Source: an optimization exercise on an open RTL-to-GDS flow (aim: small area). Production flows keep margins and buffers that such runs may drop.
Function was checked by simulation only, so behaviour that the tests miss may differ from the original.
In runs 1 to 3 and 6 to 9 the design's own scripts or RTL, not TritonCTS, make the clock network.
The clock input has no modelled driver; a real chip could not lean on it and would need a root buffer or a full tree.
No activity file was given, so power comes from the tool's default toggle rates.

===== design/flow/design.v =====
module top(
		o_seg_enb,
		o_seg_dp,
		o_seg,
		o_alarm,
		i_sw0,
		i_sw1,
		i_sw2,
		i_sw3,
		clk,
		rst_n);
output	[5:0]	o_seg_enb	;
output		o_seg_dp	;
output	[6:0]	o_seg		;
output		o_alarm		;
input		i_sw0		;
input		i_sw1		;
input		i_sw2		;
input		i_sw3		;
input		clk		;
input		rst_n		;
reg	[4:0]	c0;
reg	[2:0]	b0;	 
reg	[4:0]	b1;	 
reg	[1:0]	b2;	 
reg		c0_f;
always @(*) begin
	case ({c0[3], c0[1], c0[0], c0[4]})
	4'd0: c0_f = 1'b1;
	4'd1: c0_f = 1'b0;
	4'd2: c0_f = 1'b1;
	4'd3: c0_f = 1'b0;
	4'd4: c0_f = 1'b0;
	4'd5: c0_f = 1'b1;
	4'd6: c0_f = 1'b1;
	4'd7: c0_f = 1'b0;
	4'd8: c0_f = 1'b0;
	4'd9: c0_f = 1'b1;
	4'd10: c0_f = 1'b0;
	4'd11: c0_f = 1'b1;
	4'd12: c0_f = 1'b0;
	4'd13: c0_f = 1'b0;
	4'd14: c0_f = 1'b0;
	4'd15: c0_f = 1'b0;
	endcase
end
wire	c0_w = (c0 == 5'd16);	 
wire	b0_w = (b0 == 3'd7);
wire	b1_w = (b1 == 5'd24);
always @(posedge clk or negedge rst_n) begin
	if (!rst_n) begin
		c0 <= 5'd0; b0 <= 3'd0; b1 <= 5'd0; b2 <= 2'd0;
	end else begin
		c0 <= {c0[3:0], c0_f};
		if (c0_w) begin
			b0 <= b0 + 3'd1;
			if (b0_w) begin
				b1 <= b1_w ? 5'd0 : b1 + 5'd1;
				if (b1_w) b2 <= b2 + 2'd1;
			end
		end
	end
end
wire	c0_0	= (c0 == 5'd0);	 
wire	c0_1	= (c0 == 5'd1);	 
wire	c0_2	= (c0 == 5'd3);	 
wire	c0_3	= (c0 == 5'd7);	 
wire	clk_bit	= b2[0];	 
wire	clk_1hz	= b2[1];	 
wire	disp_p	= c0_0 & b0[0];			 
wire	sw_p	= c0_0 & (b0 == 3'd4);		 
wire	b_4	= (b0 == 3'd4);
wire	p101	= c0_1 & b_4;
wire	p102	= c0_2 & b_4;
wire	p103	= c0_3 & b_4;
wire	bz	= (b0 == 3'd0) & (b1 == 5'd0);
wire	mel_p	= c0_0 & bz & b2[0];		 
wire	t10000	= c0_0 & bz & (b2 == 2'd2);
wire	t10001	= c0_1 & bz & (b2 == 2'd2);
reg	[3:0]	d1, d2;
reg	[2:0]	d3;	 
always @(posedge clk or negedge rst_n) begin
	if (!rst_n) begin
		d1 <= 4'h0; d2 <= 4'h0; d3 <= 3'h0;
	end else if (sw_p) begin
		d1 <= ~{i_sw3, i_sw2, i_sw1, i_sw0};
		d2 <= d1;
		d3 <= {d2[3], d2[1:0]};
	end
end
wire	n2 = d1[2] & ~d2[2];		 
wire	e0 = d2[0] & ~d3[0];		 
wire	e1 = d2[1] & ~d3[1];
wire	e3 = d2[3] & ~d3[2];
reg	[1:0]	mode;
reg		pos;
reg		alarm_en;
always @(posedge clk or negedge rst_n) begin
	if (!rst_n) begin
		mode <= 2'd0; pos <= 1'b0; alarm_en <= 1'b0;
	end else if (p101) begin
		if (e0) mode <= mode[1] ? 2'd0 : mode + 2'd1;
		if (e1) pos <= ~pos;
		if (e3) alarm_en <= ~alarm_en;
	end
end
wire	[1:0]	mode_o = e0 ? (mode == 2'd0 ? 2'd2 : mode - 2'd1) : mode;
wire		pos_o  = pos ^ e1;
reg	[3:0]	so, mo, aso, amo;
reg	[2:0]	st, mt, ast, amt;
reg		maxhit;
wire	mca   = ~mode[0];		 
wire	mca_o = ~mode_o[0];
wire	ms    = (mode == 2'd1);
wire	ms_o  = (mode_o == 2'd1);
wire	ma    = (mode == 2'd2);
wire	ma_o  = (mode_o == 2'd2);
wire	tk_s   = mca   ? clk_1hz : (ms   & ~pos   & n2);
wire	tk_s_o = mca_o ? clk_1hz : (ms_o & ~pos_o & n2);
wire	tk_m   = mca   ? maxhit  : (ms   &  pos   & n2);
wire	tk_m_o = mca_o ? maxhit  : (ms_o &  pos_o & n2);
wire	tk_as   = ma   & ~pos   & n2;
wire	tk_as_o = ma_o & ~pos_o & n2;
wire	tk_am   = ma   &  pos   & n2;
wire	tk_am_o = ma_o &  pos_o & n2;
wire	ed_s102 = tk_s & ~tk_s_o;
wire	ed_s  = (t10000 & mca) | (p101 & ms & ~pos & n2) | (p102 & ed_s102);
wire	ed_m  = (t10001 & mca & maxhit) | (p101 & ms & pos & n2) |
		(p102 & tk_m & ~tk_m_o) | (p103 & mca & maxhit & ed_s102);
wire	ed_as = (p101 & tk_as) | (p102 & tk_as & ~tk_as_o);
wire	ed_am = (p101 & tk_am) | (p102 & tk_am & ~tk_am_o);
wire	so_w = (so == 4'd9);
wire	s_w  = so_w & (st == 3'd5);
always @(posedge clk or negedge rst_n) begin
	if (!rst_n) begin
		so <= 4'd0; st <= 3'd0; maxhit <= 1'b0;
	end else if (ed_s) begin
		so <= so_w ? 4'd0 : so + 4'd1;
		if (so_w) st <= (st == 3'd5) ? 3'd0 : st + 3'd1;
		maxhit <= s_w;
	end
end
always @(posedge clk or negedge rst_n) begin
	if (!rst_n) begin
		mo <= 4'd0; mt <= 3'd0;
	end else if (ed_m) begin
		mo <= (mo == 4'd9) ? 4'd0 : mo + 4'd1;
		if (mo == 4'd9) mt <= (mt == 3'd5) ? 3'd0 : mt + 3'd1;
	end
end
always @(posedge clk or negedge rst_n) begin
	if (!rst_n) begin
		aso <= 4'd0; ast <= 3'd0;
	end else if (ed_as) begin
		aso <= (aso == 4'd9) ? 4'd0 : aso + 4'd1;
		if (aso == 4'd9) ast <= (ast == 3'd5) ? 3'd0 : ast + 3'd1;
	end
end
always @(posedge clk or negedge rst_n) begin
	if (!rst_n) begin
		amo <= 4'd0; amt <= 3'd0;
	end else if (ed_am) begin
		amo <= (amo == 4'd9) ? 4'd0 : amo + 4'd1;
		if (amo == 4'd9) amt <= (amt == 3'd5) ? 3'd0 : amt + 3'd1;
	end
end
reg		al;
always @(posedge clk or negedge rst_n) begin
	if (!rst_n) al <= 1'b0;
	else al <= ({st, so, mt, mo} == {ast, aso, amt, amo}) ? alarm_en : (al & alarm_en);
end
reg	[2:0]	dg;
always @(posedge clk or negedge rst_n) begin
	if (!rst_n) dg <= 3'd0;
	else if (disp_p) dg <= {~dg[0], dg[2:1]};
end
wire	g0 = ~dg[2] & ~dg[0];
wire	g1 =  dg[2] & ~dg[1];
wire	g2 =  dg[1] & ~dg[0];
wire	g3 =  dg[2] &  dg[0];
wire	g4 = ~dg[2] &  dg[1];
wire	g5 = ~dg[1] &  dg[0];
wire	[3:0]	num = ({4{g0}} & (ma ? aso : so)) |
		      ({4{g1}} & {1'b0, ma ? ast : st}) |
		      ({4{g2}} & (ma ? amo : mo)) |
		      ({4{g3}} & {1'b0, ma ? amt : mt});
reg	[6:0]	seg7;
always @(*) begin
	case (num)
		4'd0:	seg7 = 7'b111_1110;
		4'd1:	seg7 = 7'b011_0000;
		4'd2:	seg7 = 7'b110_1101;
		4'd3:	seg7 = 7'b111_1001;
		4'd4:	seg7 = 7'b011_0011;
		4'd5:	seg7 = 7'b101_1011;
		4'd6:	seg7 = 7'b101_1111;
		4'd7:	seg7 = 7'b111_0000;
		4'd8:	seg7 = 7'b111_1111;
		4'd9:	seg7 = 7'b111_0011;
		default:seg7 = 7'b000_0000;
	endcase
end
assign	o_seg = (g4 | g5) ? 7'd0 : seg7;
assign	o_seg_enb = ~{g5, g4, g3, g2, g1, g0};
assign	o_seg_dp = (g0 & mode[0]) | (g1 & mode[1]);
reg	[4:0]	note;
reg		note_f;
always @(*) begin
	case ({note[3], note[1], note[0], note[4]})
	4'd0: note_f = 1'b1;
	4'd1: note_f = 1'b0;
	4'd2: note_f = 1'b1;
	4'd3: note_f = 1'b0;
	4'd4: note_f = 1'b0;
	4'd5: note_f = 1'b1;
	4'd6: note_f = 1'b1;
	4'd7: note_f = 1'b0;
	4'd8: note_f = 1'b0;
	4'd9: note_f = 1'b1;
	4'd10: note_f = 1'b0;
	4'd11: note_f = 1'b1;
	4'd12: note_f = 1'b0;
	4'd13: note_f = 1'b0;
	4'd14: note_f = 1'b0;
	4'd15: note_f = 1'b0;
	endcase
end
always @(posedge clk or negedge rst_n) begin
	if (!rst_n) note <= 5'd0;
	else if (mel_p) note <= {note[3:0], note_f};
end
reg	[3:0]	th;
always @(*) begin
	case (note)
		5'd0: th = 4'd14;	 
		5'd1: th = 4'd12;	 
		5'd3: th = 4'd7;	 
		5'd7: th = 4'd8;	 
		5'd15: th = 4'd12;	 
		5'd30: th = 4'd13;	 
		5'd28: th = 4'd14;	 
		5'd25: th = 4'd14;	 
		5'd19: th = 4'd14;	 
		5'd6: th = 4'd13;	 
		5'd12: th = 4'd12;	 
		5'd24: th = 4'd10;	 
		5'd17: th = 4'd12;	 
		5'd2: th = 4'd14;	 
		5'd4: th = 4'd12;	 
		5'd9: th = 4'd7;	 
		5'd18: th = 4'd8;	 
		5'd5: th = 4'd12;	 
		5'd11: th = 4'd13;	 
		5'd22: th = 4'd14;	 
		5'd13: th = 4'd12;	 
		5'd26: th = 4'd12;	 
		5'd20: th = 4'd10;	 
		5'd8: th = 4'd9;	 
		5'd16: th = 4'd8;	 
		default: th = 4'd8;
	endcase
end
reg	[3:0]	tc;
always @(posedge clk) begin
	if (!al) tc <= 4'd15;
	else if (tc >= th) tc <= 4'd0;
	else tc <= tc + 4'd1;
end
reg		tone;
always @(posedge clk or negedge rst_n) begin
	if (!rst_n) tone <= 1'b0;
	else if (al && tc >= th) tone <= ~tone;
end
assign	o_alarm = tone & al & clk_bit;
endmodule

===== design/flow/flow/run.sh =====
#!/bin/bash
# Own layout flow: the standard synthesis, then its combinational logic re-mapped
# for area (registers untouched), then the standard layout steps from floorplan on.
set -euo pipefail
W=$PWD
F=$W/flow
R=$W/orfs/results/$FLOW_PLATFORM/top/base
PLAT=$FLOW_HOME/platforms/$FLOW_PLATFORM

bash standard.sh synth > $W/log_1_standard_synth.log 2>&1
cp $R/1_2_yosys.v $W/1_2_yosys.standard.v

printf 'set_driving_cell sky130_fd_sc_hd__buf_1\nset_load 5\n' > $W/abc.constr
export RS_LIB=$PLAT/lib/sky130_fd_sc_hd__tt_025C_1v80.lib
export RS_IN=$W/1_2_yosys.standard.v
export RS_OUT=$W/1_2_yosys.resyn.v
export RS_TOP=$FLOW_TOP
export RS_ABC=$F/area.abc
export RS_CONSTR=$W/abc.constr
export RS_PERIOD_PS=$(python3 -c "print(int(round($FLOW_PERIOD_NS*1000)))")
export RS_DONT_USE="$(sed -n '/DONT_USE_CELLS/,/^$/p' $PLAT/config.mk | grep -o 'sky130_fd_sc_hd__[a-z0-9_]*' | tr '\n' ' ')"
yosys -c $F/resyn.tcl > $W/log_2_resyn.log 2>&1
cp $RS_OUT $R/1_2_yosys.v

bash standard.sh do-1_synth > $W/log_3_synth_odb.log 2>&1
export OWN_FLOW_DIR=$F
export OWN_CLK_SLEW_TARGET=0.105
bash standard.sh \
  "POST_CTS_TCL=$F/post_cts.tcl" \
  "BUFFER_PORTS_ARGS=-buffer_cell sky130_fd_sc_hd__buf_1" \
  "CTS_ARGS=-sink_clustering_enable -repair_clock_nets -dont_use_dummy_load -buf_list sky130_fd_sc_hd__clkbuf_8 -root_buf sky130_fd_sc_hd__clkbuf_8 -sink_clustering_size 40 -sink_clustering_max_diameter 150" \
  finish > $W/log_4_standard_finish.log 2>&1

===== design/flow/flow/area.abc =====
strash
&get -n
&deepsyn -T 60
&put
dch -f
amap
topo

===== design/flow/flow/clk_tree.tcl =====
proc split_points { pts idx parts } {
  if { $parts <= 1 || [llength $idx] <= 1 } { return [list $idx] }
  set xs {}; set ys {}
  foreach i $idx { lappend xs [lindex $pts $i 0]; lappend ys [lindex $pts $i 1] }
  set xs [lsort -integer $xs]; set ys [lsort -integer $ys]
  set axis [expr {([lindex $xs end] - [lindex $xs 0]) >= ([lindex $ys end] - [lindex $ys 0]) ? 0 : 1}]
  set keyed {}
  foreach i $idx { lappend keyed [list [lindex $pts $i $axis] $i] }
  set keyed [lsort -integer -index 0 $keyed]
  set pa [expr {$parts / 2}]
  set na [expr {int(round(double([llength $idx]) * $pa / $parts))}]
  set a {}; set b {}
  set j 0
  foreach kv $keyed { if { $j < $na } { lappend a [lindex $kv 1] } else { lappend b [lindex $kv 1] }; incr j }
  return [concat [split_points $pts $a $pa] [split_points $pts $b [expr {$parts - $pa}]]]
}

# Replace the clock tree that CTS built with a two-level tree: one root buffer
# on the clock port driving a few leaf buffers, each placed at the centre of a
# group of nearby registers (k-means on register positions).
proc rebuild_clock_tree { nleaf root_master leaf_master } {
  set db [ord::get_db]
  set block [ord::get_db_block]
  set clk [$block findNet clk]
  # find the root buffer (the clock buffer on the port net)
  set root ""
  foreach it [$clk getITerms] {
    set inst [$it getInst]
    if { [string match "*clkbuf*" [[$inst getMaster] getName]] } { set root $inst }
  }
  if { $root eq "" } { error "no root clock buffer" }
  set rootnet [[$root findITerm X] getNet]
  # walk the tree below the root: buffers and sinks
  set todo [list $rootnet]
  set bufs {}
  set sinks {}
  while { [llength $todo] } {
    set n [lindex $todo 0]; set todo [lrange $todo 1 end]
    foreach it [$n getITerms] {
      if { [$it isOutputSignal] } { continue }
      set inst [$it getInst]
      if { $inst eq $root } { continue }
      set m [[$inst getMaster] getName]
      if { [string match "*clkbuf*" $m] && [[$inst findITerm A] getNet] eq $n } {
        lappend bufs $inst
        lappend todo [[$inst findITerm X] getNet]
      } else {
        lappend sinks $it
      }
    }
  }
  # sink positions
  set pts {}
  foreach it $sinks {
    set b [[$it getInst] getBBox]
    lappend pts [list [expr {([$b xMin] + [$b xMax]) / 2}] [expr {([$b yMin] + [$b yMax]) / 2}]]
  }
  set n [llength $pts]
  # balanced groups by recursive bisection along the wider side
  set idx {}
  for {set i 0} {$i < $n} {incr i} { lappend idx $i }
  set groups [split_points $pts $idx $nleaf]
  set asg [lrepeat $n 0]
  set cent {}
  set k 0
  foreach g $groups {
    set sx 0; set sy 0
    foreach i $g { lset asg $i $k; incr sx [lindex $pts $i 0]; incr sy [lindex $pts $i 1] }
    lappend cent [list [expr {$sx / [llength $g]}] [expr {$sy / [llength $g]}]]
    incr k
  }
  # remove the old buffers below the root
  foreach b $bufs {
    set o [[$b findITerm X] getNet]
    foreach it [$o getITerms] { if { ![$it isOutputSignal] } { $it disconnect } }
    odb::dbInst_destroy $b
    odb::dbNet_destroy $o
  }
  foreach it $sinks { $it disconnect }
  $root swapMaster [$db findMaster $root_master]
  set lm [$db findMaster $leaf_master]
  for {set k 0} {$k < $nleaf} {incr k} {
    set inst [odb::dbInst_create $block $lm "clkbuf_leaf_${k}_clk"]
    set net [odb::dbNet_create $block "clknet_leaf_${k}_clk"]
    $net setSigType CLOCK
    [$inst findITerm A] connect $rootnet
    [$inst findITerm X] connect $net
    set c [lindex $cent $k]
    $inst setLocation [lindex $c 0] [lindex $c 1]
    $inst setPlacementStatus PLACED
    foreach it $sinks a $asg { if { $a == $k } { $it connect $net } }
  }
  # root buffer at the centre of the leaves
  set sx 0; set sy 0
  foreach c $cent { incr sx [lindex $c 0]; incr sy [lindex $c 1] }
  $root setLocation [expr {$sx / $nleaf}] [expr {$sy / $nleaf}]
  puts "rebuild_clock_tree: $n sinks, removed [llength $bufs] buffers, $nleaf leaves of $leaf_master, root $root_master"
}

proc worst_clock_pin_slew { } {
  set worst 0
  foreach p [get_pins -hierarchical */CLK] {
    set s [get_property $p slew_max]
    if { $s > $worst } { set worst $s }
  }
  return $worst
}

proc build_small_clock_tree { target root_master leaf_masters } {
  set db [ord::get_db]
  set cands {}
  foreach m $leaf_masters {
    set mst [$db findMaster $m]
    set a [expr {[$mst getWidth] * [$mst getHeight]}]
    for {set n 2} {$n <= 12} {incr n} { lappend cands [list [expr {$a * $n}] $n $m] }
  }
  set cands [lsort -integer -index 0 $cands]
  foreach c $cands {
    lassign $c a n m
    rebuild_clock_tree $n $root_master $m
    detailed_placement
    estimate_parasitics -placement
    set w [worst_clock_pin_slew]
    puts "build_small_clock_tree: $n leaves of $m, worst clock pin slew $w"
    if { $w < $target } { return $c }
  }
  error "build_small_clock_tree: no candidate met the slew target"
}

===== design/flow/flow/post_cts.tcl =====
source $::env(OWN_FLOW_DIR)/clk_tree.tcl
build_small_clock_tree $::env(OWN_CLK_SLEW_TARGET) sky130_fd_sc_hd__clkbuf_4 \
  {sky130_fd_sc_hd__clkbuf_4 sky130_fd_sc_hd__clkbuf_8 sky130_fd_sc_hd__clkbuf_16}
check_placement -verbose

===== design/flow/flow/resyn.tcl =====
# Re-map the combinational logic of the standard synthesis netlist for area.
# The flip-flops stay as they are (same instances, names and cell types).
set lib $::env(RS_LIB)
yosys read_liberty -ignore_miss_func $lib
yosys read_verilog $::env(RS_IN)
yosys hierarchy -top $::env(RS_TOP)
yosys blackbox sky130_fd_sc_hd__df*
yosys flatten
yosys delete t:\$scopeinfo
yosys opt -purge
set du {}
foreach c $::env(RS_DONT_USE) { lappend du -dont_use $c }
yosys abc -script $::env(RS_ABC) -liberty $lib {*}$du -constr $::env(RS_CONSTR) -D $::env(RS_PERIOD_PS)
yosys opt_clean -purge
yosys hilomap -singleton -hicell sky130_fd_sc_hd__conb_1 HI -locell sky130_fd_sc_hd__conb_1 LO
yosys splitnets
yosys opt_clean -purge
yosys stat -liberty $lib
yosys write_verilog -noattr -noexpr -nohex -nodec $::env(RS_OUT)

===== design/flow/standard.sh =====
#!/bin/bash
# synth_recipe.tcl (not shown) runs the flow's synth.tcl, then flattens the netlist and writes it again
# the make line also repeats each setting of config.mk as NAME=value (left out here)
make -C /OpenROAD-flow-scripts/flow DESIGN_CONFIG=/design/flow/config.mk WORK_HOME=/design/flow/orfs CLKGATE_MAP_FILE= SYNTH_SCRIPT=/design/flow/synth_recipe.tcl "${@:-finish}"

===== design/flow/config.mk =====
export PLATFORM = sky130hd
export DESIGN_NAME = top
export DESIGN_NICKNAME = top
export VERILOG_FILES = /design/flow/design.v
export SDC_FILE = /design/flow/constraint.sdc
export NUM_CORES = 4
export LEC_CHECK = 0
export CAP_MARGIN = 20
export CORE_MARGIN = 2
export CORE_UTILIZATION = 70
export SLEW_MARGIN = 20

===== design/flow/constraint.sdc =====
create_clock -name core_clock -period 20.0 [get_ports {clk}]
set_input_delay 4.0000 -clock core_clock [delete_from_list [all_inputs] [get_ports {clk}]]
set_output_delay 4.0000 -clock core_clock [all_outputs]
set_load 0.01 [all_outputs]

==> results of run 1 <==
## area by class of cell, without the clock buffers
| cell class | count | share of cell area |
|---|---|---|
| sequential | 73 | 0.473 |
| multi-input combinational | 280 | 0.389 |
| inverter | 75 | 0.0736 |
| tap | 70 | 0.0229 |
| timing repair buffer | 21 | 0.0219 |
| buffer | 5 | 0.0180 |
## path summary, 6_finish.rpt
path,start,end,cells after the start
max in group asynchronous,rst_n,ast[0],2
worst min-delay path,c0[2],c0[3],0
worst min register to register,c0[2],c0[3],0
worst max register to register,mode[1],maxhit,16
min in group asynchronous,rst_n,mode[0],2
worst max-delay path,mode[1],o_seg[6],15
## layer usage
| metal | global-route usage | routed length, um | up-vias |
|---|---|---|---|
| met5 | 0 | 0 | - |
| met4 | 0.109 | 157 | 0 |
| met3 | 0.0675 | 554 | 19 |
| met2 | 0.441 | 3550 | 132 |
| met1 | 0.426 | 3610 | 1497 |
| li1 | - | - | 1552 |
## placed cells by master (no fill, tap or decap), types with 2 or more instances in the layout
cell / count
or3_1: 2
a21oi_1: 27
nand2_1: 35
nor4_1: 2
nor2_1: 81
clkbuf_8: 5
a222oi_1: 2
o221ai_1: 6
or2_0: 5
clkinv_1: 75
a211oi_1: 9
o211ai_1: 2
a2111oi_0: 3
a31oi_1: 6
buf_1: 19
dfrtp_1: 69
a221oi_1: 6
nand3_1: 4
o22ai_1: 23
o21ai_0: 20
or4_1: 2
o41ai_1: 2
o22a_1: 5
o21a_1: 9
nand4_1: 2
nor2b_1: 3
dfxtp_1: 4
nor3_1: 16
## flip-flops by register name, summed over array words and instances, names as in the netlist, 4 cells and up
name	flops
b1	5
c0	5
note	5
amo	4
aso	4
d1	4
d2	4
mo	4
so	4
tc	4
## metrics by stage
stage | setup WS [ps] | cell area, um^2 | total power [uW] | hold slack [ps]
after floorplan | 13200 | 3580 | 150 | 361
after global placement | 13150 | 3750 | 153 | 368
after detailed placement | 12960 | 3750 | 154 | 371
after global routing | 12030 | 3820 | 225 | 411
final | 12390 | 3820 | 219 | 389
## where the power goes
group	total, uW	switching [uW]	internal (uW)
registers	147	0	147
clock network	68.3	43.5	24.8
logic	3.02	2.64	0.382
total	219	46.1	173
==> results.json, run 1 <==
{
  "outcome": "finished clean",
  "multi_input_area_mm2": 0.00149,
  "power_density_mw_per_mm2": 57.2,
  "utilization": 0.763,
  "syn_inst": 428,
  "crit_required_ps": 16000,
  "start_util": 0.714,
  "placed_cells": 519,
  "crit_fanout": 11,
  "grt_use_total": 0.295,
  "min_period_ps": 7610,
  "hold_violations": 0,
  "clock-sinks": 73,
  "antenna_cells": 0,
  "overflow": 0,
  "peakVddDrop_mv": 0.0604,
  "slew_headroom": 0.368,
  "wl_um": 7870,
  "die_h_um": 75.5,
  "maxCapViolations": 0,
  "core-area_mm2": 0.00501,
  "seq_area_mm2": 0.00181,
  "hpwlAfterDp_um": 5640,
  "layout.nets": 463,
  "drt_iter0_markers": 314,
  "grt_max_degree": 70,
  "r2r_setup_slack_ps": 16570,
  "skew_ps": 19.2,
  "worst_slew_pin_slew_ps": 944,
  "critPathLaunchType": "register",
  "nFillCells": 404,
  "rows": 26,
  "routedWlPerCell_um": 15.0,
  "setup_violations": 0,
  "syn-mean-instance-area_um2": 8.35,
  "power_leakage_uw": 0.00157,
  "insertion_delay_ps": 400,
  "critical_path.cell_chain": "clkinv_1, nor2_1, clkinv_1, o22ai_1, a32o_1, or2_0, nor2b_1, nor2_1, nor2_1, nor2_1, o22ai_1, o21ai_0, nor2_1, o21bai_1, buf_1",
  "grt_pass1_wl_um": 12600,
  "synth_fp_nets": 434,
  "drc": 0,
  "area_growth_pct": 6.93,
  "drv_slew": 0,
  "worstPathArrival_ps": 3610,
  "fin_crit_sh": 0.381,
  "setup-tns-final_ps": 0,
  "synth_area_mm2": 0.00358,
  "path_buf_inv": 3,
  "fp.dieW_um": 75.5,
  "place_congestion": 0.902,
  "slowest_delay_ps": 540,
  "port-buffer-count": 20,
  "fmax_ghz": 0.131,
  "ys_warn_count": 1,
  "path_delay_family": "simple AND/OR/NAND/NOR gates",
  "end_kind": "primary output",
  "vias": 3200,
  "hold_path_class": "register to register",
  "die_area_mm2": 0.00570,
  "clk_pin_slew_worst_paths_ps": 100,
  "antenna_found_initial": 0,
  "instances_no_fill": 525,
  "drive_gt1_frac": 0.0176,
  "grt_setup_unrepaired": "no",
  "cpMostUsedCell": "nor2_1",
  "crit_path_top_delay_cell": "nor2_1",
  "routed_via_density": 6.10,
  "postRouteAntennaNets": 0,
  "drtPass1Iterations": 5,
  "worstSetupPathType": "register to primary output",
  "pin_count": 21,
  "grt_pass1_vias": 2779
}
==> run 2: changes to the inputs <==
--- a/design/flow/design.v
+++ b/design/flow/design.v
@@ -263,6 +263,28 @@
 reg	[3:0]	tc;
+reg	[3:0]	tci;
+always @(*) begin
+	case (tc)
+		4'd1: tci = 4'd0;
+		4'd2: tci = 4'd1;
+		4'd3: tci = 4'd4;
+		4'd4: tci = 4'd2;
+		4'd5: tci = 4'd8;
+		4'd6: tci = 4'd5;
+		4'd7: tci = 4'd10;
+		4'd8: tci = 4'd14;
+		4'd9: tci = 4'd3;
+		4'd10: tci = 4'd7;
+		4'd11: tci = 4'd9;
+		4'd12: tci = 4'd13;
+		4'd13: tci = 4'd6;
+		4'd14: tci = 4'd12;
+		4'd15: tci = 4'd11;
+		default: tci = 4'd14;
+	endcase
+end
+wire	hit = (tci >= th);
 always @(posedge clk) begin
-	if (!al) tc <= 4'd15;
-	else if (tc >= th) tc <= 4'd0;
-	else tc <= tc + 4'd1;
+	if (!al) tc <= 4'd8;
+	else if (hit) tc <= 4'd1;
+	else tc <= {tc[2:0], tc[3] ^ tc[2]};
 end
@@ -271,3 +293,3 @@
 	if (!rst_n) tone <= 1'b0;
-	else if (al && tc >= th) tone <= ~tone;
+	else if (al && hit) tone <= ~tone;
 end
==> results.json, run 2 <==
{
  "die_area_mm2": 0.00575,
  "power_density_mw_per_mm2": 56.7,
  "critical_path.cell_chain": "clkinv_1, nor2_1, clkinv_1, a31oi_1, a31oi_1, nor3_1, clkinv_1, o22ai_1, nor2_1, a311oi_1, nor2b_1, o21bai_1, buf_1",
  "r2r_setup_slack_ps": 16930,
  "ys_warn_count": 1,
  "clk_pin_slew_worst_paths_ps": 90,
  "path_delay_family": "compound AO/OA/AOI/OAI gates",
  "total_power_uw": 219,
  "grt_setup_unrepaired": "no",
  "start_util": 0.717,
  "postRouteAntennaNets": 0,
  "hold_path_class": "register to register",
  "fin_crit_sh": 0.378,
  "hold_slack_ps": 444,
  "insertion_delay_ps": 450,
  "drive_gt1_frac": 0.0253,
  "setup_violations": 0,
  "die_h_um": 75.9,
  "maxCapViolations": 0,
  "drt_iter0_markers": 367,
  "layout.nets": 482,
  "reg_top3": "b1: 5 flops, c0: 5 flops, note: 5 flops",
  "skew_ps": 25.0,
  "outcome": "finished clean",
  "crit_path_top_delay_cell": "dfrtp_1",
  "setup-tns-final_ps": 0,
  "top_usage_layer": "met2",
  "port-buffer-count": 20,
  "routedWlPerCell_um": 15.6,
  "min_period_ps": 7570,
  "syn-mean-instance-area_um2": 8.16,
  "antenna_cells": 0,
  "slew_headroom": 0.441,
  "grt_use_met3": 0.0913,
  "synth_area_mm2": 0.00361,
  "placed_cells": 534,
  "grt_pass1_vias": 3023,
  "grt_pass1_wl_um": 13500,
  "reg2reg_depth": 12,
  "overflow": 0,
  "routed_via_density": 6.17,
  "cpMostUsedCell": "clkinv_1",
  "cp.depth": 13,
  "utilization": 0.766,
  "layout_commonest_cell": "nor2_1",
  "holdCritStartpoint": "c0[0]",
  "startpoint": "mode[1]",
  "rows": 26,
  "grt_use_total": 0.323,
  "crit_fanout": 8,
  "drtPass1Iterations": 6,
  "peakVddDrop_mv": 0.0476,
  "hpwlAfterDp_um": 6060,
  "power_leakage_uw": 0.00159,
  "clock-sinks": 73,
  "synth_fp_nets": 449,
  "fp.dieW_um": 75.9,
  "path_buf_inv": 4,
  "critPathLaunchType": "register",
  "worstPathArrival_ps": 3570,
  "end_kind": "primary output",
  "rr_startpoint": "mode[1]",
  "hold_violations": 0,
  "holdPathStages": 0,
  "place_congestion": 0.986,
  "slowest_delay_ps": 410,
  "fmax_ghz": 0.132,
  "grt_max_degree": 70,
  "area_growth_pct": 6.82,
  "antenna_found_initial": 0,
  "worstSetupPathType": "register to primary output",
  "wl_um": 8470,
  "final_cell_mix": "85 x nor2_1, 73 x clkinv_1, 69 x dfrtp_1",
  "vias": 3357,
  "use_met2": 0.508,
  "core-area_mm2": 0.00504,
  "worst_slew_pin_slew_ps": 839,
  "drv_slew": 0,
  "crit_required_ps": 16000,
  "instances_no_fill": 544,
  "pin_count": 21,
  "gr-usage-met1": 0.433,
  "drc": 0,
  "syn_inst": 443
}
run 2: metal layers:
| layer | part of all wire | vias to the layer above |
|---|---|---|
| met1 | 0.42 | 1569 |
| met4 | 0.023 | 0 |
| met3 | 0.073 | 31 |
| met2 | 0.48 | 152 |
| met5 | 0 | - |
| li1 | - | 1605 |
run 2: worst paths after layout:
path | end
setup / recovery | o_seg[3]
hold / removal | c0[1]
setup reg to reg | st[1]
hold reg to reg | c0[1]
max in group asynchronous | so[1]
min in group asynchronous | mt[1]
run 2: where the power goes:
group | switching (uW) | internal [uW] | total (uW)
clock network | 45.5 | 23.1 | 68.6
logic | 2.63 | 0.399 | 3.03
registers | 0 | 147 | 147
total | 48.2 | 171 | 219
run 2: area by class of cell, without the clock buffers:
type | count | area [um^2]
flip-flops and latches | 73 | 1810
multi-input cells | 297 | 1530
fillers | 362 | 1180
inverters | 73 | 274
well taps | 70 | 87.6
repair buffers | 21 | 83.8
plain buffers | 9 | 67.6
run 2: worst register-to-register path: cells and delay by family, from the launching register on:
| family | cells | cell delay, ps |
|---|---|---|
| compound gates | 4 | 1140 |
| flops | 1 | 410 |
| buf+inv | 2 | 420 |
| simple gates | 6 | 1000 |
run 2: per-stage QoR:
step	setup slack [ps]	instance area, um^2
global route	11970	3860
finish	12430	3860
detailed placement	13030	3790
global placement	13210	3790
floorplan	13080	3610
==> run 3: changes to the inputs <==
--- a/design/flow/flow/run.sh
+++ b/design/flow/flow/run.sh
@@ -15,5 +15,3 @@
 export RS_IN=$W/1_2_yosys.standard.v
-export RS_OUT=$W/1_2_yosys.resyn.v
 export RS_TOP=$FLOW_TOP
-export RS_ABC=$F/area.abc
 export RS_CONSTR=$W/abc.constr
@@ -21,4 +19,15 @@
 export RS_DONT_USE="$(sed -n '/DONT_USE_CELLS/,/^$/p' $PLAT/config.mk | grep -o 'sky130_fd_sc_hd__[a-z0-9_]*' | tr '\n' ' ')"
-yosys -c $F/resyn.tcl > $W/log_2_resyn.log 2>&1
-cp $RS_OUT $R/1_2_yosys.v
+# one re-mapping per random seed of ABC's &deepsyn, in parallel; keep the smallest
+for S in 1 2 3 4; do
+  sed "s/@SEED@/$S/" $F/area.abc > $W/area_$S.abc
+  ( RS_ABC=$W/area_$S.abc RS_OUT=$W/1_2_yosys.resyn_$S.v \
+      yosys -c $F/resyn.tcl > $W/log_2_resyn_$S.log 2>&1 ) &
+done
+wait
+best=$(for S in 1 2 3 4; do
+  a=$(grep "Chip area for module" $W/log_2_resyn_$S.log | tail -1 | awk '{print $NF}')
+  [ -n "$a" ] && echo "$a $S"
+done | sort -g | head -1 | awk '{print $2}')
+echo "resyn seed $best" > $W/log_2_resyn_choice.log
+cp $W/1_2_yosys.resyn_$best.v $R/1_2_yosys.v
 
==> design/flow/flow/area.abc (replaced) <==
strash
&get -n
&deepsyn -T 90 -S @SEED@
&put
dch -f
amap
topo
==> results.json, run 3 <==
{
  "pin_count": 21,
  "ys_warn_count": 1,
  "power.internal_uw": 171,
  "antenna_cells": 0,
  "setup_ws_ps": 12570,
  "reg2reg_depth": 14,
  "swShare": 0.218,
  "crit_required_ps": 16000,
  "power_density_mw_per_mm2": 57.2,
  "total_power_uw": 218,
  "setup-tns-final_ps": 0,
  "worstPathArrival_ps": 3430,
  "dp_slack_ps": 13160,
  "setup_violations": 0,
  "worstSetupPathType": "register to primary output",
  "seqPwrFrac": 0.675,
  "utilization": 0.762,
  "synth_area_mm2": 0.00357,
  "peakVddDrop_mv": 0.0504,
  "drtPass1Iterations": 6,
  "gr-usage-met1": 0.427,
  "drv_slew": 0,
  "power_frac_comb": 0.014,
  "port-buffer-count": 20,
  "nFillCells": 385,
  "vias": 3220,
  "grt_pass1_wl_um": 13300,
  "routed_via_density": 6.16,
  "hpwlAfterDp_um": 5830,
  "final_cell_mix": "82 x nor2_1, 69 x dfrtp_1, 68 x clkinv_1",
  "pwr-share-clk": 0.312,
  "place_congestion": 0.909,
  "holdPathStages": 0,
  "clock-sinks": 73,
  "syn_inst": 422,
  "die_area_mm2": 0.00569,
  "grt_pass1_vias": 2908,
  "fmax_ghz": 0.135,
  "p_sw_uw": 47.6,
  "reg_top3": "b1: 5 flops, c0: 5 flops, note: 5 flops",
  "grt_setup_unrepaired": "no",
  "syn-mean-instance-area_um2": 8.47,
  "synth_fp_nets": 428,
  "drc": 0,
  "core-area_mm2": 0.00501,
  "layout.nets": 461,
  "rows": 26,
  "drt_iter0_markers": 404,
  "drive_gt1_frac": 0.0265,
  "top_usage_layer": "met2",
  "hold_path_class": "register to register",
  "skew_ps": 17.2,
  "end_kind": "primary output",
  "fp.dieW_um": 75.5,
  "crit_fanout": 8,
  "antenna_found_initial": 0,
  "worst_slew_pin_slew_ps": 992,
  "grt_max_degree": 70,
  "wl_um": 8150,
  "outcome": "finished clean",
  "critPathLaunchType": "register",
  "fin_crit_sh": 0.371,
  "insertion_delay_ps": 430,
  "slew_headroom": 0.336,
  "grt_use_total": 0.317,
  "overflow": 0,
  "maxCapViolations": 0,
  "power_leakage_uw": 0.00154,
  "hold_violations": 0,
  "use_met2": 0.500,
  "routedWlPerCell_um": 15.6,
  "die_h_um": 75.5,
  "clk_pin_slew_worst_paths_ps": 100,
  "layout_commonest_cell": "nor2_1",
  "postRouteAntennaNets": 0,
  "grt_use_met3": 0.0913,
  "min_period_ps": 7430,
  "area_growth_pct": 6.90,
  "start_util": 0.713
}
run 3: changes by cell type in the layout (fill, tap and decap cells not counted), sizes merged, moves of 4 or more:
cell / change
a21oi: +11
o21ai: -20
o22a: +4
clkinv: -5
a211oi: +4
nand2: -15
a31oi: -5
a22oi: +5
o22ai: -5
o21a: -5
nor3: +8
run 3: critical path: stages (launching register included):
cell and delay (ps):
dfrtp_1 410, clkinv_1 120, nor2_1 340, clkinv_1 340
a31oi_1 230, a31oi_1 180, nand2b_1 200, nand2_1 80
nand3_1 170, a211oi_1 370, nor2_1 80, a21oi_1 170
o21bai_1 130, buf_1 160
run 3: through the flow:
step	cell area, um^2	hold slack [ps]	std cells
detailed placement	3740	383	513
finish	3820	410	523
global route	3820	438	523
global placement	3740	374	513
floorplan	3570	368	422
run 3: cell type report, without the clock buffers:
| cell class | count | area (um^2) | area share |
|---|---|---|---|
| sequential | 73 | 1810 | 0.473 |
| tap | 70 | 87.6 | 0.0229 |
| timing repair buffer | 21 | 83.8 | 0.0219 |
| buffer | 9 | 67.6 | 0.0177 |
| multi-input combinational | 281 | 1510 | 0.396 |
| inverter | 68 | 255 | 0.0668 |
run 3: final timing paths:
kind                          from  endpoint  slack [ps]
min in group asynchronous    rst_n     so[2]        3740
max in group asynchronous    rst_n     mo[2]       15680
setup / recovery           mode[1]  o_seg[4]       12570
setup reg to reg             d2[0]    maxhit       16230
hold reg to reg              c0[0]     c0[1]         410
hold / removal               c0[0]     c0[1]         410
run 3: power by group through the flow:
stage | Combinational [uW] | Sequential (uW) | Clock [uW]
final | 3.03 | 147 | 68.0
after global routing | 3.73 | 147 | 74.8
after detailed placement | 3.26 | 150 | 0
after global placement | 3.23 | 150 | 0
after floorplan | 0.0100 | 150 | 0
run 3: layer usage:
layer	routed length [um]	up-vias
li1	-	1566
met1	3520	1492
met2	3860	144
met3	603	18
met4	166	0
met5	0	-
==> run 4: changes to the inputs <==
--- a/design/flow/design.v
+++ b/design/flow/design.v
@@ -79,9 +79,11 @@
 wire	t10001	= c0_1 & bz & (b2 == 2'd2);
-reg	[3:0]	d1, d2;
+reg	[3:0]	d1;
+always @(posedge clk or negedge rst_n) begin
+	if (!rst_n) d1 <= 4'h0;
+	else if (sw_p) d1 <= ~{i_sw3, i_sw2, i_sw1, i_sw0};
+end
+reg	[3:0]	d2;
 reg	[2:0]	d3;	 
-always @(posedge clk or negedge rst_n) begin
-	if (!rst_n) begin
-		d1 <= 4'h0; d2 <= 4'h0; d3 <= 3'h0;
-	end else if (sw_p) begin
-		d1 <= ~{i_sw3, i_sw2, i_sw1, i_sw0};
+always @(posedge clk) begin
+	if (sw_p) begin
 		d2 <= d1;
--- a/design/flow/flow/resyn.tcl
+++ b/design/flow/flow/resyn.tcl
@@ -6,3 +6,3 @@
 yosys hierarchy -top $::env(RS_TOP)
-yosys blackbox sky130_fd_sc_hd__df*
+yosys blackbox sky130_fd_sc_hd__*df*
 yosys flatten
--- a/design/flow/config.mk
+++ b/design/flow/config.mk
@@ -9,3 +9,3 @@
 export CORE_MARGIN = 2
-export CORE_UTILIZATION = 70
+export CORE_UTILIZATION = 85
 export SLEW_MARGIN = 20
==> results.json, run 4 <==
{
  "start_util": 0.888,
  "ys_warn_count": 1,
  "fp.dieW_um": 68.6,
  "synth_fp_nets": 428,
  "synth_area_mm2": 0.00355,
  "rows": 23,
  "syn-mean-instance-area_um2": 8.42,
  "failed_stage": "global placement without I/O",
  "syn_inst": 422,
  "stop_error": "[ERROR GPL-0301] Utilization 100.900 % exceeds 100%.",
  "die_h_um": 68.6,
  "outcome": "aborted with a tool error"
}
==> run 5: changes to the inputs <==
--- a/design/flow/config.mk
+++ b/design/flow/config.mk
@@ -8,2 +8,4 @@
 export CAP_MARGIN = 20
+export CELL_PAD_IN_SITES_DETAIL_PLACEMENT = 0
+export CELL_PAD_IN_SITES_GLOBAL_PLACEMENT = 0
 export CORE_MARGIN = 2
==> results.json, run 5 <==
{
  "die_h_um": 68.7,
  "rows": 23,
  "synth_fp_nets": 427,
  "stop_error": "[ERROR GPL-0301] Utilization 100.602 % exceeds 100%.",
  "syn-mean-instance-area_um2": 8.45,
  "ys_warn_count": 1,
  "outcome": "aborted with a tool error",
  "synth_area_mm2": 0.00356,
  "syn_inst": 421,
  "start_util": 0.889,
  "fp.dieW_um": 68.7,
  "failed_stage": "global placement without I/O"
}
==> run 6: changes to the inputs <==
--- a/design/flow/config.mk
+++ b/design/flow/config.mk
@@ -8,6 +8,4 @@
 export CAP_MARGIN = 20
-export CELL_PAD_IN_SITES_DETAIL_PLACEMENT = 0
-export CELL_PAD_IN_SITES_GLOBAL_PLACEMENT = 0
 export CORE_MARGIN = 2
-export CORE_UTILIZATION = 85
+export CORE_UTILIZATION = 70
 export SLEW_MARGIN = 20
==> results.json, run 6 <==
{
  "skew_ps": 21.7,
  "pin_count": 21,
  "peakVddDrop_mv": 0.0540,
  "seq_area_mm2": 0.00184,
  "worst_slew_pin_slew_ps": 756,
  "maxCapViolations": 0,
  "antenna_cells": 0,
  "slew_headroom": 0.496,
  "rr_endpoint": "mt[1]",
  "vias": 3164,
  "r2r_setup_slack_ps": 16310,
  "fin_crit_sh": 0.386,
  "syn-mean-instance-area_um2": 8.63,
  "utilization": 0.790,
  "crit_fanout": 8,
  "hold_path_class": "register to register",
  "holdCritStartpoint": "c0[0]",
  "hold_slack_ps": 417,
  "grt_pass1_wl_um": 13400,
  "antenna_found_initial": 0,
  "start_util": 0.738,
  "crit_path_end": "o_seg[6]",
  "setup-tns-final_ps": 0,
  "place_congestion": 0.990,
  "wl_um": 8230,
  "multi_input_area_mm2": 0.00146,
  "placed_cells": 500,
  "dp_slack_ps": 12790,
  "drt_iter0_markers": 392,
  "cp.depth": 13,
  "reg2reg_depth": 10,
  "drv_slew": 0,
  "slowest_delay_ps": 530,
  "clock-sinks": 73,
  "end_kind": "primary output",
  "worstSetupPathType": "register to primary output",
  "ys_warn_count": 1,
  "crit_required_ps": 16000,
  "instances_no_fill": 511,
  "critPathLaunchType": "register",
  "power_density_mw_per_mm2": 58.0,
  "clk_pin_slew_worst_paths_ps": 110,
  "outcome": "finished clean",
  "layout.nets": 452,
  "grt_pass1_vias": 2951,
  "core-area_mm2": 0.00482,
  "power_leakage_uw": 0.00160,
  "hpwlAfterDp_um": 5960,
  "routed_via_density": 6.19,
  "drc": 0,
  "rr_startpoint": "mode[1]",
  "nFillCells": 339,
  "synth_fp_nets": 418,
  "grt_max_degree": 63,
  "cpMostUsedCell": "nor2_1",
  "path_delay_family": "simple AND/OR/NAND/NOR gates",
  "path_buf_inv": 4,
  "startpoint": "mode[1]",
  "syn_inst": 412,
  "drtPass1Iterations": 6,
  "critical_path.cell_chain": "clkinv_1, nor2_1, clkinv_1, o41ai_1, clkinv_1, nor3_1, nor2_1, nor2_1, nor2_1, a21oi_1, a21o_1, or2_0, buf_1",
  "setup_ws_ps": 12270,
  "grt_use_total": 0.324,
  "final_cell_mix": "78 x nor2_1, 67 x clkinv_1, 62 x dfrtp_1",
  "worstPathArrival_ps": 3730,
  "area_growth_pct": 7.04,
  "port-buffer-count": 20,
  "overflow": 0,
  "fmax_ghz": 0.129,
  "synth_area_mm2": 0.00355,
  "insertion_delay_ps": 430,
  "reg_top3": "b1: 5 flops, c0: 5 flops, note: 5 flops",
  "grt_setup_unrepaired": "no",
  "postRouteAntennaNets": 0,
  "setup_violations": 0,
  "min_period_ps": 7730,
  "fp.dieW_um": 75.3,
  "drive_gt1_frac": 0.0293,
  "rows": 25,
  "die_h_um": 75.3,
  "die_area_mm2": 0.00566,
  "hold_violations": 0,
  "routedWlPerCell_um": 16.1,
  "crit_path_top_delay_cell": "o41ai_1",
  "layout_commonest_cell": "nor2_1"
}
[run 6: worst min path at each step]
stage                     depth (start not counted)     to
after global placement                            0  c0[1]
final                                             0  c0[1]
after global routing                              0  c0[1]
after detailed placement                          0  c0[1]
after floorplan                                   0  c0[1]
[run 6: final cells by class, without the clock buffers]
| class | instances | area share |
|---|---|---|
| repair buffers | 22 | 0.0240 |
| flip-flops and latches | 73 | 0.484 |
| well taps | 67 | 0.0220 |
| plain buffers | 9 | 0.0178 |
| inverters | 67 | 0.0661 |
| multi-input cells | 272 | 0.384 |
[run 6: per-layer routing]
metal / up-vias / GRT usage / share of wire
met2: 145 / 0.525 / 0.47
met1: 1486 / 0.432 / 0.43
met3: 23 / 0.0843 / 0.077
li1: 1510 / - / -
met4: 0 / 0.103 / 0.022
met5: - / 0 / 0
[run 6: power by group]
part / internal, uW / switching, uW
sequential: 149 / 0
combinational: 0.377 / 2.37
clock: 23.1 / 45.6
total: 173 / 47.9
[run 6: stage by stage]
stage	power [uW]	instance area, um^2
floorplan	152	3550
global placement	155	3720
detailed placement	155	3720
global route	228	3800
finish	220	3800
[run 6: worst register-to-register path, stage by stage (launching register included)]
cell and delay, ps:
dfrtp_1 390, clkinv_1 110, nor2_1 400, clkinv_1 350, o41ai_1 630, clkinv_1 130, a221oi_1 480, nand2_1 230
nor3_1 470, o21ai_0 240, o21a_1 150
==> run 7: changes to the inputs <==
--- a/design/flow/flow/run.sh
+++ b/design/flow/flow/run.sh
@@ -19,15 +19,33 @@
 export RS_DONT_USE="$(sed -n '/DONT_USE_CELLS/,/^$/p' $PLAT/config.mk | grep -o 'sky130_fd_sc_hd__[a-z0-9_]*' | tr '\n' ' ')"
-# one re-mapping per random seed of ABC's &deepsyn, in parallel; keep the smallest
-for S in 1 2 3 4; do
-  sed "s/@SEED@/$S/" $F/area.abc > $W/area_$S.abc
-  ( RS_ABC=$W/area_$S.abc RS_OUT=$W/1_2_yosys.resyn_$S.v \
-      yosys -c $F/resyn.tcl > $W/log_2_resyn_$S.log 2>&1 ) &
+# Re-map in rounds: each round runs ABC's &deepsyn with 4 random seeds in
+# parallel from the best netlist so far, and keeps a result only if smaller.
+# Stop after 8 rounds, or after 2 rounds in a row without a smaller result.
+area_of() { grep "Chip area for module" $1 | tail -1 | awk '{print $NF}'; }
+cur=$RS_IN
+cur_area=1e9
+stale=0
+: > $W/log_2_resyn_choice.log
+for round in 0 1 2 3 4 5 6 7; do
+  improved=0
+  for k in 1 2 3 4; do
+    S=$((round * 4 + k))
+    sed "s/@SEED@/$S/" $F/area.abc > $W/area_$S.abc
+    ( RS_IN=$cur RS_ABC=$W/area_$S.abc RS_OUT=$W/1_2_yosys.resyn_$S.v \
+        yosys -c $F/resyn.tcl > $W/log_2_resyn_$S.log 2>&1 ) &
+  done
+  wait
+  for k in 1 2 3 4; do
+    S=$((round * 4 + k))
+    a=$(area_of $W/log_2_resyn_$S.log || true)
+    [ -n "$a" ] || continue
+    if python3 -c "import sys; sys.exit(0 if $a < $cur_area else 1)"; then
+      cur_area=$a; best=$S; improved=1
+    fi
+  done
+  cur=$W/1_2_yosys.resyn_$best.v
+  echo "round $round: best seed $best, area $cur_area" >> $W/log_2_resyn_choice.log
+  if [ $improved = 1 ]; then stale=0; else stale=$((stale + 1)); fi
+  [ $stale -ge 2 ] && break
 done
-wait
-best=$(for S in 1 2 3 4; do
-  a=$(grep "Chip area for module" $W/log_2_resyn_$S.log | tail -1 | awk '{print $NF}')
-  [ -n "$a" ] && echo "$a $S"
-done | sort -g | head -1 | awk '{print $2}')
-echo "resyn seed $best" > $W/log_2_resyn_choice.log
-cp $W/1_2_yosys.resyn_$best.v $R/1_2_yosys.v
+cp $cur $R/1_2_yosys.v
 
==> results.json, run 7 <==
{
  "clock-sinks": 73,
  "drt_iter0_markers": 376,
  "critical_path.cell_chain": "clkinv_1, nand2_1, o21ai_0, o41ai_1, clkinv_1, o21ai_0, nor2_1, a21oi_1, nor2_1, nand2_1, clkinv_1, nor2_1, a21oi_1, buf_1",
  "total_power_uw": 216,
  "fin_crit_sh": 0.365,
  "nFillCells": 334,
  "pin_count": 21,
  "clk_pin_slew_worst_paths_ps": 110,
  "ys_warn_count": 1,
  "peakVddDrop_mv": 0.0521,
  "syn_inst": 410,
  "crit_required_ps": 16000,
  "hold_violations": 0,
  "vias": 3155,
  "core-area_mm2": 0.00479,
  "swShare": 0.213,
  "setup-tns-final_ps": 0,
  "antenna_found_initial": 0,
  "postRouteAntennaNets": 0,
  "end_kind": "primary output",
  "critPathLaunchType": "register",
  "layout_commonest_cell": "nor2_1",
  "skew_ps": 15.6,
  "insertion_delay_ps": 430,
  "power_leakage_uw": 0.00154,
  "power_density_mw_per_mm2": 57.7,
  "area_growth_pct": 6.69,
  "final_cell_mix": "78 x nor2_1, 71 x clkinv_1, 62 x dfrtp_1",
  "wl_um": 8160,
  "synth_fp_nets": 416,
  "layout.nets": 448,
  "routed_via_density": 6.22,
  "slowest_delay_ps": 610,
  "overflow": 0,
  "grt_pass1_vias": 2904,
  "maxCapViolations": 0,
  "path_delay_family": "compound AO/OA/AOI/OAI gates",
  "reg_top3": "b1: 5 flops, c0: 5 flops, note: 5 flops",
  "grt_use_total": 0.320,
  "syn-mean-instance-area_um2": 8.57,
  "fp.dieW_um": 74.9,
  "crit_fanout": 7,
  "min_period_ps": 7290,
  "seqPwrFrac": 0.689,
  "drive_gt1_frac": 0.0250,
  "grt_pass1_wl_um": 13200,
  "worst_slew_pin_slew_ps": 956,
  "drtPass1Iterations": 6,
  "p_sw_uw": 46.2,
  "setup_ws_ps": 12710,
  "dp_slack_ps": 13230,
  "antenna_cells": 0,
  "placed_cells": 498,
  "power.internal_uw": 170,
  "rows": 25,
  "synth_area_mm2": 0.00351,
  "worstSetupPathType": "register to primary output",
  "outcome": "finished clean",
  "reg2reg_depth": 13,
  "grt_max_degree": 63,
  "hold_path_class": "register to register",
  "drv_slew": 0,
  "r2r_setup_slack_ps": 16790,
  "die_h_um": 74.9,
  "instances_no_fill": 507,
  "cp.depth": 14,
  "setup_violations": 0,
  "worstPathArrival_ps": 3290,
  "hpwlAfterDp_um": 5730,
  "start_util": 0.734,
  "port-buffer-count": 20,
  "pwr-share-clk": 0.298,
  "path_buf_inv": 4,
  "die_area_mm2": 0.00560,
  "drc": 0,
  "routedWlPerCell_um": 16.1,
  "fmax_ghz": 0.137,
  "crit_path_top_delay_cell": "o41ai_1",
  "slew_headroom": 0.360,
  "grt_setup_unrepaired": "no",
  "power_frac_comb": 0.013,
  "holdPathStages": 0,
  "place_congestion": 0.929
}
## run 7: final timing paths
kind / end / startpoint
setup / recovery: o_seg[3] / dg[2]
hold / removal: c0[1] / c0[0]
setup reg to reg: mt[1] / c0[4]
hold reg to reg: c0[1] / c0[0]
max in group asynchronous: mo[2] / rst_n
min in group asynchronous: so[2] / rst_n
## run 7: worst register-to-register path, cell delays in order (launching register included)
cell and delay [ps]:
dfrtp_1 440, or4_1 530, nor2_1 120, nand4_1 140, or4_1 450, o22ai_1 150, o2111ai_1 170, nor2_1 250
nand2_1 110, nor2_1 140, nand2_1 100, nor2_1 220, o21ai_0 170, o21a_1 130
## run 7: layout make-up, without the clock buffers
cell class	instances	area [um^2]	share of cell area
inverters	71	267	0.0711
repair buffers	21	83.8	0.0224
multi-input cells	266	1410	0.375
well taps	67	83.8	0.0224
flip-flops and latches	73	1840	0.491
plain buffers	8	60.1	0.0160
## run 7: power groups by stage
stage,Clock [uW],Sequential [uW],Combinational [uW]
after detailed placement,0,152,3.01
after global placement,0,152,2.96
after global routing,70.5,149,3.40
final,64.6,149,2.81
after floorplan,0,152,0.0100
## run 7: layer usage
metal | track usage | share of wire
met1 | 0.426 | 0.44
met2 | 0.498 | 0.47
met3 | 0.110 | 0.071
met4 | 0.107 | 0.022
met5 | 0 | 0
## run 7: per-stage QoR
stage | hold slack [ps] | utilization | cell area (um^2)
final | 416 | 0.784 | 3750
after global routing | 424 | 0.784 | 3750
after detailed placement | 385 | 0.769 | 3680
after global placement | 368 | 0.769 | 3680
after floorplan | 361 | - | 3510
==> run 8: changes to the inputs <==
--- a/design/flow/flow/run.sh
+++ b/design/flow/flow/run.sh
@@ -21,3 +21,2 @@
 # parallel from the best netlist so far, and keeps a result only if smaller.
-# Stop after 8 rounds, or after 2 rounds in a row without a smaller result.
 area_of() { grep "Chip area for module" $1 | tail -1 | awk '{print $NF}'; }
@@ -25,6 +24,4 @@
 cur_area=1e9
-stale=0
 : > $W/log_2_resyn_choice.log
-for round in 0 1 2 3 4 5 6 7; do
-  improved=0
+for round in 0 1 2; do
   for k in 1 2 3 4; do
@@ -41,3 +38,3 @@
     if python3 -c "import sys; sys.exit(0 if $a < $cur_area else 1)"; then
-      cur_area=$a; best=$S; improved=1
+      cur_area=$a; best=$S
     fi
@@ -46,4 +43,2 @@
   echo "round $round: best seed $best, area $cur_area" >> $W/log_2_resyn_choice.log
-  if [ $improved = 1 ]; then stale=0; else stale=$((stale + 1)); fi
-  [ $stale -ge 2 ] && break
 done
==> results.json, run 8 <==
{
  "place_congestion": 0.937,
  "path_buf_inv": 3,
  "final_cell_mix": "76 x nor2_1, 63 x clkinv_1, 62 x dfrtp_1",
  "crit_required_ps": 16000,
  "wl_um": 8080,
  "reg_top3": "b1: 5 flops, c0: 5 flops, note: 5 flops",
  "fin_crit_sh": 0.381,
  "die_h_um": 74.7,
  "path_delay_family": "simple AND/OR/NAND/NOR gates",
  "pin_count": 21,
  "fp.dieW_um": 74.7,
  "grt_use_total": 0.318,
  "layout.nets": 439,
  "antenna_cells": 0,
  "grt_pass1_wl_um": 13100,
  "syn_inst": 401,
  "setup-tns-final_ps": 0,
  "syn-mean-instance-area_um2": 8.74,
  "crit_fanout": 11,
  "routedWlPerCell_um": 16.2,
  "synth_fp_nets": 407,
  "worstPathArrival_ps": 3620,
  "slowest_delay_ps": 420,
  "critical_path.cell_chain": "clkinv_1, nor2_1, clkinv_1, a221oi_1, a2111oi_0, nand2_1, nor2_1, nor2_1, nor2_1, nor2_1, o22ai_1, o22ai_1, nor2_1, or2_0, buf_1",
  "cp.depth": 15,
  "skew_ps": 12.5,
  "synth_area_mm2": 0.00350,
  "maxCapViolations": 0,
  "fmax_ghz": 0.131,
  "vias": 3126,
  "core-area_mm2": 0.00479,
  "hold_slack_ps": 413,
  "end_kind": "primary output",
  "port-buffer-count": 20,
  "drv_slew": 0,
  "drtPass1Iterations": 5,
  "worst_slew_pin_slew_ps": 999,
  "cpMostUsedCell": "nor2_1",
  "outcome": "finished clean",
  "peakVddDrop_mv": 0.0559,
  "drive_gt1_frac": 0.0255,
  "clk_pin_slew_worst_paths_ps": 100,
  "grt_max_degree": 44,
  "hold_path_class": "register to register",
  "critPathLaunchType": "register",
  "crit_path_top_delay_cell": "nor2_1",
  "ys_warn_count": 1,
  "setup_violations": 0,
  "grt_setup_unrepaired": "no",
  "power_leakage_uw": 0.00153,
  "die_area_mm2": 0.00559,
  "reg2reg_depth": 10,
  "rows": 25,
  "slew_headroom": 0.332,
  "hold_violations": 0,
  "overflow": 0,
  "drc": 0,
  "dp_slack_ps": 12920,
  "clock-sinks": 73,
  "nFillCells": 323,
  "antenna_found_initial": 0,
  "holdPathStages": 0,
  "start_util": 0.732,
  "power_density_mw_per_mm2": 57.6,
  "min_period_ps": 7620,
  "routed_via_density": 6.28,
  "area_growth_pct": 6.71,
  "hpwlAfterDp_um": 5810,
  "setup_ws_ps": 12380,
  "drt_iter0_markers": 353,
  "insertion_delay_ps": 390,
  "worstSetupPathType": "register to primary output",
  "grt_pass1_vias": 2876,
  "postRouteAntennaNets": 0,
  "layout_commonest_cell": "nor2_1"
}
==> run 8: cell count changes in the layout (fill, tap and decap cells not counted), sizes merged, moves of 3 or more <==
cell    change
clkinv      -8
nand2       -5
nand3       -4
o21ai       -4
o22ai       +4
or2         +3
==> run 8: through the flow <==
step / instances / util / instance area, um^2 / power [uW]
3_5_place_dp: 489 / 0.767 / 3670 / 155
3_3_place_gp: 489 / 0.767 / 3670 / 155
6_report: 498 / 0.781 / 3740 / 216
5_1_grt: 498 / 0.781 / 3740 / 222
2_1_floorplan: 401 / - / 3500 / 152
==> run 8: per-layer routing <==
metal  share of wire  GRT usage
met5               0          0
met4           0.023      0.105
met3           0.067     0.0790
met2            0.48      0.520
met1            0.43      0.422
==> run 8: path summary, 6_finish.rpt <==
| path | end | slack (ps) | start |
|---|---|---|---|
| max in group asynchronous | pos | 15510 | rst_n |
| hold reg to reg | c0[1] | 410 | c0[0] |
| setup reg to reg | mt[2] | 16460 | c0[1] |
| hold / removal | c0[1] | 410 | c0[0] |
| min in group asynchronous | tone | 3570 | rst_n |
| setup / recovery | o_seg[5] | 12380 | mode[1] |
==> run 8: final cells by class, without the clock buffers <==
class / instances / area, um^2 / area share
timing repair buffer: 21 / 83.8 / 0.0224
buffer: 8 / 60.1 / 0.0161
sequential: 73 / 1840 / 0.493
inverter: 63 / 236 / 0.0633
tap: 67 / 83.8 / 0.0224
multi-input combinational: 265 / 1430 / 0.381
==> run 8: power breakdown <==
group          total (uW)  internal, uW  switching, uW
Clock                63.6          21.0           42.7
Combinational        2.83         0.373           2.45
Sequential            149           149              0
==> run 9: changes to the inputs <==
--- a/design/flow/design.v
+++ b/design/flow/design.v
@@ -110,4 +110,3 @@
 wire		pos_o  = pos ^ e1;
-reg	[3:0]	so, mo, aso, amo;
-reg	[2:0]	st, mt, ast, amt;
+reg	[5:0]	sec, min, asec, amin;
 reg		maxhit;
@@ -133,36 +132,22 @@
 wire	ed_am = (p101 & tk_am) | (p102 & tk_am & ~tk_am_o);
-wire	so_w = (so == 4'd9);
-wire	s_w  = so_w & (st == 3'd5);
+wire	sec_w = (sec == 6'd59);
 always @(posedge clk or negedge rst_n) begin
 	if (!rst_n) begin
-		so <= 4'd0; st <= 3'd0; maxhit <= 1'b0;
+		sec <= 6'd0; maxhit <= 1'b0;
 	end else if (ed_s) begin
-		so <= so_w ? 4'd0 : so + 4'd1;
-		if (so_w) st <= (st == 3'd5) ? 3'd0 : st + 3'd1;
-		maxhit <= s_w;
-	end
-end
-always @(posedge clk or negedge rst_n) begin
-	if (!rst_n) begin
-		mo <= 4'd0; mt <= 3'd0;
-	end else if (ed_m) begin
-		mo <= (mo == 4'd9) ? 4'd0 : mo + 4'd1;
-		if (mo == 4'd9) mt <= (mt == 3'd5) ? 3'd0 : mt + 3'd1;
-	end
-end
-always @(posedge clk or negedge rst_n) begin
-	if (!rst_n) begin
-		aso <= 4'd0; ast <= 3'd0;
-	end else if (ed_as) begin
-		aso <= (aso == 4'd9) ? 4'd0 : aso + 4'd1;
-		if (aso == 4'd9) ast <= (ast == 3'd5) ? 3'd0 : ast + 3'd1;
-	end
-end
-always @(posedge clk or negedge rst_n) begin
-	if (!rst_n) begin
-		amo <= 4'd0; amt <= 3'd0;
-	end else if (ed_am) begin
-		amo <= (amo == 4'd9) ? 4'd0 : amo + 4'd1;
-		if (amo == 4'd9) amt <= (amt == 3'd5) ? 3'd0 : amt + 3'd1;
-	end
+		sec <= sec_w ? 6'd0 : sec + 6'd1;
+		maxhit <= sec_w;
+	end
+end
+always @(posedge clk or negedge rst_n) begin
+	if (!rst_n) min <= 6'd0;
+	else if (ed_m) min <= (min == 6'd59) ? 6'd0 : min + 6'd1;
+end
+always @(posedge clk or negedge rst_n) begin
+	if (!rst_n) asec <= 6'd0;
+	else if (ed_as) asec <= (asec == 6'd59) ? 6'd0 : asec + 6'd1;
+end
+always @(posedge clk or negedge rst_n) begin
+	if (!rst_n) amin <= 6'd0;
+	else if (ed_am) amin <= (amin == 6'd59) ? 6'd0 : amin + 6'd1;
 end
@@ -171,3 +156,3 @@
 	if (!rst_n) al <= 1'b0;
-	else al <= ({st, so, mt, mo} == {ast, aso, amt, amo}) ? alarm_en : (al & alarm_en);
+	else al <= ({sec, min} == {asec, amin}) ? alarm_en : (al & alarm_en);
 end
@@ -184,6 +169,6 @@
 wire	g5 = ~dg[1] &  dg[0];
-wire	[3:0]	num = ({4{g0}} & (ma ? aso : so)) |
-		      ({4{g1}} & {1'b0, ma ? ast : st}) |
-		      ({4{g2}} & (ma ? amo : mo)) |
-		      ({4{g3}} & {1'b0, ma ? amt : mt});
+wire	[5:0]	v = g0 | g1 ? (ma ? asec : sec) : (ma ? amin : min);
+wire	[3:0]	vt = v / 10;
+wire	[3:0]	vo = v % 10;
+wire	[3:0]	num = (g1 | g3) ? vt : vo;
 reg	[6:0]	seg7;
==> results.json, run 9 <==
{
  "antenna_cells": 0,
  "setup-tns-final_ps": 0,
  "drt_iter0_markers": 237,
  "skew_ps": 21.3,
  "hold_path_class": "register to register",
  "drc": 0,
  "holdCritStartpoint": "c0[0]",
  "start_util": 0.730,
  "routed_via_density": 6.11,
  "power_density_mw_per_mm2": 55.9,
  "place_congestion": 0.910,
  "drv_slew": 0,
  "slew_headroom": 0.370,
  "fmax_ghz": 0.122,
  "outcome": "finished clean",
  "peakVddDrop_mv": 0.0640,
  "crit_required_ps": 16000,
  "end_kind": "primary output",
  "holdPathStages": 0,
  "ys_warn_count": 1,
  "dp_slack_ps": 12330,
  "antenna_found_initial": 0,
  "min_period_ps": 8230,
  "nFillCells": 344,
  "total_power_uw": 207,
  "maxCapViolations": 0,
  "pin_count": 21,
  "fin_crit_sh": 0.411,
  "placed_cell_area_mm2": 0.00364,
  "grt_use_total": 0.322,
  "hold_violations": 0,
  "synth_area_mm2": 0.00347,
  "crit_fanout": 8,
  "finish.instance_area_mm2": 0.00370,
  "grt_max_degree": 59,
  "clk_pin_slew_worst_paths_ps": 100,
  "grt_pass1_vias": 2983,
  "die_h_um": 74.4,
  "layout.nets": 454,
  "whs_endpoint": "c0[1]",
  "vias": 3135,
  "rows": 25,
  "core-area_mm2": 0.00475,
  "port-buffer-count": 20,
  "power_leakage_uw": 0.00150,
  "drive_gt1_frac": 0.0247,
  "layout_commonest_cell": "nor2_1",
  "overflow": 0,
  "routedWlPerCell_um": 15.3,
  "hpwlAfterDp_um": 5740,
  "reg2reg_depth": 14,
  "r2r_setup_slack_ps": 16630,
  "clock-sinks": 69,
  "worst_slew_pin_slew_ps": 942,
  "grt_setup_unrepaired": "no",
  "rr_startpoint": "mode[0]",
  "area_growth_pct": 6.78,
  "grt_pass1_wl_um": 13300,
  "setup_violations": 0,
  "insertion_delay_ps": 420,
  "drtPass1Iterations": 5,
  "syn_inst": 416,
  "worstSetupPathType": "register to primary output",
  "rr_endpoint": "min[4]",
  "die_area_mm2": 0.00554,
  "synth_fp_nets": 422,
  "worstPathArrival_ps": 4230,
  "critPathLaunchType": "register",
  "setup_ws_ps": 11770,
  "fp.dieW_um": 74.4,
  "syn-mean-instance-area_um2": 8.34,
  "wl_um": 7870,
  "final_cell_mix": "71 x nor2_1, 70 x clkinv_1, 58 x dfrtp_1",
  "postRouteAntennaNets": 0
}
## run 9: per-stage QoR
step,instances,util,hold WS [ps]
2_1_floorplan,416,-,368
3_3_place_gp,504,0.765,370
3_5_place_dp,504,0.765,383
5_1_grt,513,0.779,435
6_report,513,0.779,406
## run 9: worst max-delay path, cell delays in order, from the launching register on
cell	delay (ps)
dfrtp_1	400
clkinv_1	120
nor2_1	410
clkinv_1	300
nand2_1	220
o22ai_1	110
a31oi_1	150
o21ai_0	130
nand2_1	170
clkinv_1	140
nor2_1	170
clkinv_1	110
o221ai_1	200
a21oi_1	90
a21oi_1	190
clkinv_1	110
or2_0	230
nand3_1	100
nand2_1	100
o22ai_1	180
buf_1	160
## run 9: area by class of cell, without the clock buffers
cell class / count / area (um^2) / share of cell area
plain buffers: 8 / 60.1 / 0.0162
inverters: 70 / 263 / 0.0709
multi-input cells: 277 / 1470 / 0.395
flip-flops and latches: 69 / 1740 / 0.470
well taps: 67 / 83.8 / 0.0226
repair buffers: 21 / 83.8 / 0.0226
## run 9: where the power goes
| part | switching, uW | internal [uW] | total (uW) | leakage [uW] |
|---|---|---|---|---|
| sequential | 0 | 141 | 141 | 0.000890 |
| combinational | 2.27 | 0.377 | 2.65 | 0.000564 |
| clock | 42.7 | 20.9 | 63.5 | 0.0000414 |
| total | 44.9 | 162 | 207 | 0.00150 |
## run 9: worst max-delay path by stage
| stage | startpoint | end | slack, ps | cells after the start |
|---|---|---|---|---|
| 2_1_floorplan | mode[1] | o_seg[0] | 12950 | 19 |
| 3_3_place_gp | mode[1] | o_seg[6] | 12630 | 20 |
| 3_5_place_dp | mode[1] | o_seg[6] | 12330 | 20 |
| 5_1_grt | mode[1] | o_seg[6] | 11280 | 20 |
| 6_report | mode[1] | o_seg[6] | 11770 | 20 |
## run 9: routing by layer
metal / global-route usage / wire length (um) / vias up
li1: - / - / 1529
met1: 0.440 / 3420 / 1448
met2: 0.490 / 3720 / 144
met3: 0.102 / 602 / 14
met4: 0.115 / 129 / 0
met5: 0 / 0 / -

-- port drivers added, routing unchanged --
Ports are ideal in the flow. The routed layouts listed here were re-timed in OpenROAD.
Step 1, drivers: a clkbuf_16 drives clk and a buf_2 each remaining input, both assumed.
Step 2 adds t to the input delays and takes it off the output delays; t is the mean of the earliest and latest rising clock arrival at the registers after step 1. Input paths then give back, and output paths get back, about the clock's delay inside the block.
a / b / c = ideal ports / drivers / drivers and shift; a / b = the first two.
run | t, ns | setup WS [ns] | worst slew at a driven data input, ns
run 1 | 0.416 | 12.387 / 12.359 / 12.775 | 0.03
run 2 | 0.462 | 12.431 / 12.403 / 12.864 | 0.03
run 3 | 0.450 | 12.573 / 12.547 / 12.996 | 0.03
run 6 | 0.448 | 12.273 / 12.244 / 12.692 | 0.03
run 7 | 0.446 | 12.706 / 12.678 / 13.124 | 0.03
run 8 | 0.409 | 12.378 / 12.353 / 12.762 | 0.03
run 9 | 0.437 | 11.774 / 11.747 / 12.184 | 0.03
After both steps every run listed still meets setup and hold.
